Context: an optimization exercise on an open-source flow, tuned for small area. The choices shown serve that exercise and are no tape-out recipe.
The RTL was checked by simulation tests, not by an equivalence proof against the original design.
No driver is modelled on the clock port, so clock power and skew are understated where the tree is cut down; a real chip needs a root buffer or a tree.
Power and IR drop assume default switching activity.

==> module life_1d, before the edit <==
module life_1d(clk, rs, event0, event1, d, q);
   parameter RULE150 = 0;
   input            clk;
   input            rs;         
   input            event0;
   input            event1;
   input      [7:0] d;          
   output     [7:0] q;
   reg        run;
   reg [11:0] timer;
   wire low_zero = ~|timer[10:0];
   wire fb = timer[11] ^ timer[7] ^ timer[1] ^ timer[0] ^ low_zero;
   wire gen = run & low_zero & timer[11];
   always @(posedge clk)
     timer <= {timer[10:0], run & fb};
   always @(posedge clk)
     if (rs)
       run <= 1'b0;
     else if (event1)
       run <= ~run;
   wire [7:0] nxt;
   genvar i;
   generate
      for (i = 0; i < 8; i = i + 1) begin : g
         wire l = q[(i + 1) % 8];
         wire c = q[i];
         wire r = q[(i + 7) % 8];
         if (RULE150)
           assign nxt[i] = l ^ c ^ r;
         else
           assign nxt[i] = l ^ (c | r);
      end
   endgenerate
   reg [7:0] qn;     
   always @(posedge clk)
     if (rs | (~run & event0))
       qn <= ~d;
     else if (gen)
       qn <= ~nxt;
   assign q = ~qn;
endmodule
==> module bemicro_top, before the edit <==
module bemicro_top(
   input  wire CLK_FPGA_50M,
   input  wire RST_N,
   input  wire CPU_RST_N,
   input  wire PBSW_N,
   output wire F_LED0,
   output wire F_LED1,
   output wire F_LED2,
   output wire F_LED3,
   output wire F_LED4,
   output wire F_LED5,
   output wire F_LED6,
   output wire F_LED7
   );
   wire clk = CLK_FPGA_50M;
   reg         rst_done;            
   wire        rs = ~(RST_N & rst_done);
   wire [11:0] f0;
   wire        f0_is_r31 = ~f0[11] & ~f0[6] & ~f0[1];  
   always @(posedge clk)
     rst_done <= RST_N & (rst_done | f0_is_r31);
   reg [1:0] pb_s0, pb_s1, pb_in;
   always @(posedge clk) begin
      pb_s0 <= {PBSW_N, CPU_RST_N};
      pb_s1 <= pb_s0;
      pb_in <= pb_s1;
   end
   wire p0 = ~pb_in[0];
   wire p1 = ~pb_in[1];
   wire r0, r1;
   counter_sat #(.WIDTH(12), .START(12'hd41), .RSTART(12'h570), .TAPS(12'h883)) PB0_CNTR
     (.clk(clk), .rclear(~RST_N), .clear(p0 & rst_done), .ready(r0), .q(f0));
   counter_sat #(.WIDTH(10), .START(10'h177), .TAPS(10'h204)) PB1_CNTR
     (.clk(clk), .rclear(1'b0), .clear(p1 | ~rst_done), .ready(r1), .q());
   wire e0 = p0 & ~p1 & r0;
   wire e1 = p1 & ~p0 & r1;
   wire em = p0 & p1 & (r0 | r1);
   reg [1:0] mode;
   always @(posedge clk)
     if (rs)
       mode <= 2'd0;
     else if (em)
       mode <= mode + 2'd1;
   wire sel0 = (mode == 2'd0) & rst_done;   
   wire sel1 = (mode == 2'd1);
   wire sel2 = (mode == 2'd2);
   wire sel3 = (mode == 2'd3);
   wire [7:0] c0, c1, l2, l3;
   wire [7:0] v = ({8{sel0}} & c0) | ({8{sel1}} & c1) |
                  ({8{sel2}} & l2) | ({8{sel3}} & l3);
   wire [7:0] u;
   binary_counter step_unit(.v(v), .down(~e0), .inc(rst_done), .u(u));
   gray_counter counter0(.clk(clk), .load(~rst_done | (sel0 & (e0 | e1))), .d(u), .q(c0));
   gray_counter counter1(.clk(clk), .load(~rst_done | (sel1 & (e0 | e1))), .d(u), .q(c1));
   life_1d #(.RULE150(0)) life_1d_0
     (.clk(clk), .rs(~rst_done), .event0(sel2 & e0), .event1(sel2 & e1), .d(u), .q(l2));
   life_1d #(.RULE150(1)) life_1d_1
     (.clk(clk), .rs(~rst_done), .event0(sel3 & e0), .event1(sel3 & e1), .d(u), .q(l3));
   wire [7:0] led = v ^ ({1'b0, v[7:1]} & {8{sel1}});
   assign {F_LED0,F_LED1,F_LED2,F_LED3,F_LED4,F_LED5,F_LED6,F_LED7} = ~led;
endmodule
clock: 5.0 ns
lec_check: 0
cap_margin: 20
core_margin: 2
core_utilization: 70
gpl_timing_driven: 0
slew_margin: 20
standard.sh (not shown) runs the stock make flow with config.mk's settings and CLKGATE_MAP_FILE= SYNTH_SCRIPT=/design/flow/synth_recipe.tcl, a recipe that flattens the netlist after the stock synthesis.
==> flow/flow/run.sh <==
#!/bin/bash
# Layout flow: the standard ORFS flow (standard.sh), with these changes:
#  - synthesis maps the logic with several area-oriented ABC scripts
#    (flow/abc/*.script) and keeps the smallest result (flow/synth_abc.tcl);
#    ORFS's separate half/full-adder mapping step is left out (ABC maps that
#    logic too); the rest of the synthesis, flip-flop mapping, flattening
#    and renaming are the standard flow's own (synth_recipe.tcl);
#  - the port buffers are sky130_fd_sc_hd__buf_1 cells;
set -euo pipefail
W=$PWD
export FLOW_ABC_DIR=$W/flow/abc
export FLOW_SYNTH_TCL=$W/synth_recipe.tcl
sed "s#SYNTH_SCRIPT=[^ ]*#SYNTH_SCRIPT=$W/flow/synth_abc.tcl ADDER_MAP_FILE=#" standard.sh > flow_make.sh
grep -q "SYNTH_SCRIPT=$W/flow/synth_abc.tcl ADDER_MAP_FILE=" flow_make.sh
export BUFFER_PORTS_ARGS="-buffer_cell sky130_fd_sc_hd__buf_1"
export CTS_ARGS="-sink_clustering_enable -repair_clock_nets -dont_use_dummy_load"
bash flow_make.sh cts > flow_to_cts.log 2>&1
RES=$W/orfs/results/$FLOW_PLATFORM/bemicro_top/base
PLATFORM_DIR=$FLOW_HOME/platforms/$FLOW_PLATFORM \
CK_MAX_SLEW=${CK_MAX_SLEW:-0.110} \
IN_DB=$RES/4_cts.odb IN_SDC=$RES/4_cts.sdc OUT_DB=$RES/4_cts.odb \
  openroad -no_init -exit flow/clock_tree.tcl > clock_tree.log 2>&1
bash flow_make.sh > flow_finish.log 2>&1
Other scripts of this flow, unchanged in this note and not shown: flow/flow/abc/s10.script, flow/flow/abc/s11.script, flow/flow/abc/s12.script, flow/flow/abc/s13.script, flow/flow/abc/s14.script, flow/flow/abc/s2.script, flow/flow/abc/s5.script, flow/flow/abc/s6.script, flow/flow/abc/s8.script, flow/flow/abc/s9.script, flow/flow/clock_tree.tcl, flow/flow/synth_abc.tcl
==> next run, changes <==
--- a/flow/design.v
+++ b/flow/design.v
@@ -23,4 +23,30 @@
    assign ready = low_zero & ~s[WIDTH-1];
    assign q = s;
+endmodule
+module counter_sat_flag(clk, rclear, clear, fclear, ready, is_zero);
+   parameter [10:0] RSTART = 0;
+   localparam [10:0] INV = 11'b01010101010;
+   input  clk;
+   input  rclear;
+   input  clear;
+   input  fclear;      
+   output ready;
+   output is_zero;
+   reg  [10:0] r;
+   reg         flag;
+   wire [10:0] s = r ^ INV;
+   wire low_zero = ~|s[9:0];
+   wire fb = s[10] ^ s[1] ^ low_zero;
+   assign is_zero = low_zero & ~s[10];
+   always @(posedge clk)
+     if (rclear)
+       r <= RSTART ^ INV;
+     else if (clear)
+       r <= 11'h001 ^ INV;
+     else
+       r <= {s[9:0], fb} ^ INV;
+   always @(posedge clk)
+     flag <= ~(rclear | clear | fclear) & (flag | is_zero);
+   assign ready = flag;
 endmodule
 module binary_counter(v, down, inc, u);
@@ -58,5 +84,5 @@
    input            event1;
    input      [7:0] d;          
-   output     [7:0] q;
+   output reg [7:0] q;
    reg        run;
    reg [11:0] timer;
@@ -84,11 +110,9 @@
       end
    endgenerate
-   reg [7:0] qn;     
    always @(posedge clk)
      if (rs | (~run & event0))
-       qn <= ~d;
+       q <= d;
      else if (gen)
-       qn <= ~nxt;
-   assign q = ~qn;
+       q <= nxt;
 endmodule
 module bemicro_top(
@@ -109,6 +133,5 @@
    reg         rst_done;            
    wire        rs = ~(RST_N & rst_done);
-   wire [11:0] f0;
-   wire        f0_is_r31 = ~f0[11] & ~f0[6] & ~f0[1];  
+   wire        f0_is_r31;           
    always @(posedge clk)
      rst_done <= RST_N & (rst_done | f0_is_r31);
@@ -122,6 +145,7 @@
    wire p1 = ~pb_in[1];
    wire r0, r1;
-   counter_sat #(.WIDTH(12), .START(12'hd41), .RSTART(12'h570), .TAPS(12'h883)) PB0_CNTR
-     (.clk(clk), .rclear(~RST_N), .clear(p0 & rst_done), .ready(r0), .q(f0));
+   counter_sat_flag #(.RSTART(11'h284)) PB0_CNTR
+     (.clk(clk), .rclear(~RST_N), .clear(p0 & rst_done), .fclear(~rst_done),
+      .ready(r0), .is_zero(f0_is_r31));
    counter_sat #(.WIDTH(10), .START(10'h177), .TAPS(10'h204)) PB1_CNTR
      (.clk(clk), .rclear(1'b0), .clear(p1 | ~rst_done), .ready(r1), .q());
=> The new run went through all stages and came out clean; critical path depth came out higher by 3; via count came out higher by 16%; sequential power came out lower by 6.8%; power decreases by 11%; sequential share of layout area increases by 0.49 points; hold slack gets better by 0.0074 ns; setup slack is worse by 0.66 ns; synthesized area came out lower by 0.41%; combinational power fell by 62%.
In every run of this note, the design's own scripts or RTL, not TritonCTS, make the clock network.

-- port drivers added, routing unchanged --
No port has a modelled driver above. Below, the same layouts with a new extraction and two added sets of constraints. Step 1: set_driving_cell puts a clkbuf_16 on CLK_FPGA_50M and a buf_2 on each other input, an assumption about the parent block. Step 2 moves the port delays by t, midway between the first and last clock arrival at a register: inputs arrive t later, outputs are due t later. That takes back most of the time a late clock gives input paths. Three values: no drivers, after step 1, after step 2; two values: the first two.
run | t (ns) | setup slack, ns | worst setup path at the end | latest minus earliest clock arrival (ns) | pins driven straight from the clock port
the first run | 0.207 | 1.643 / 1.643 / 1.643 | register to register | 0.037 / 0.037 | 3
the second run | 0.214 | 0.979 / 0.979 / 0.979 | register to register | 0.031 / 0.031 | 3
After both steps every run listed still meets setup and hold.
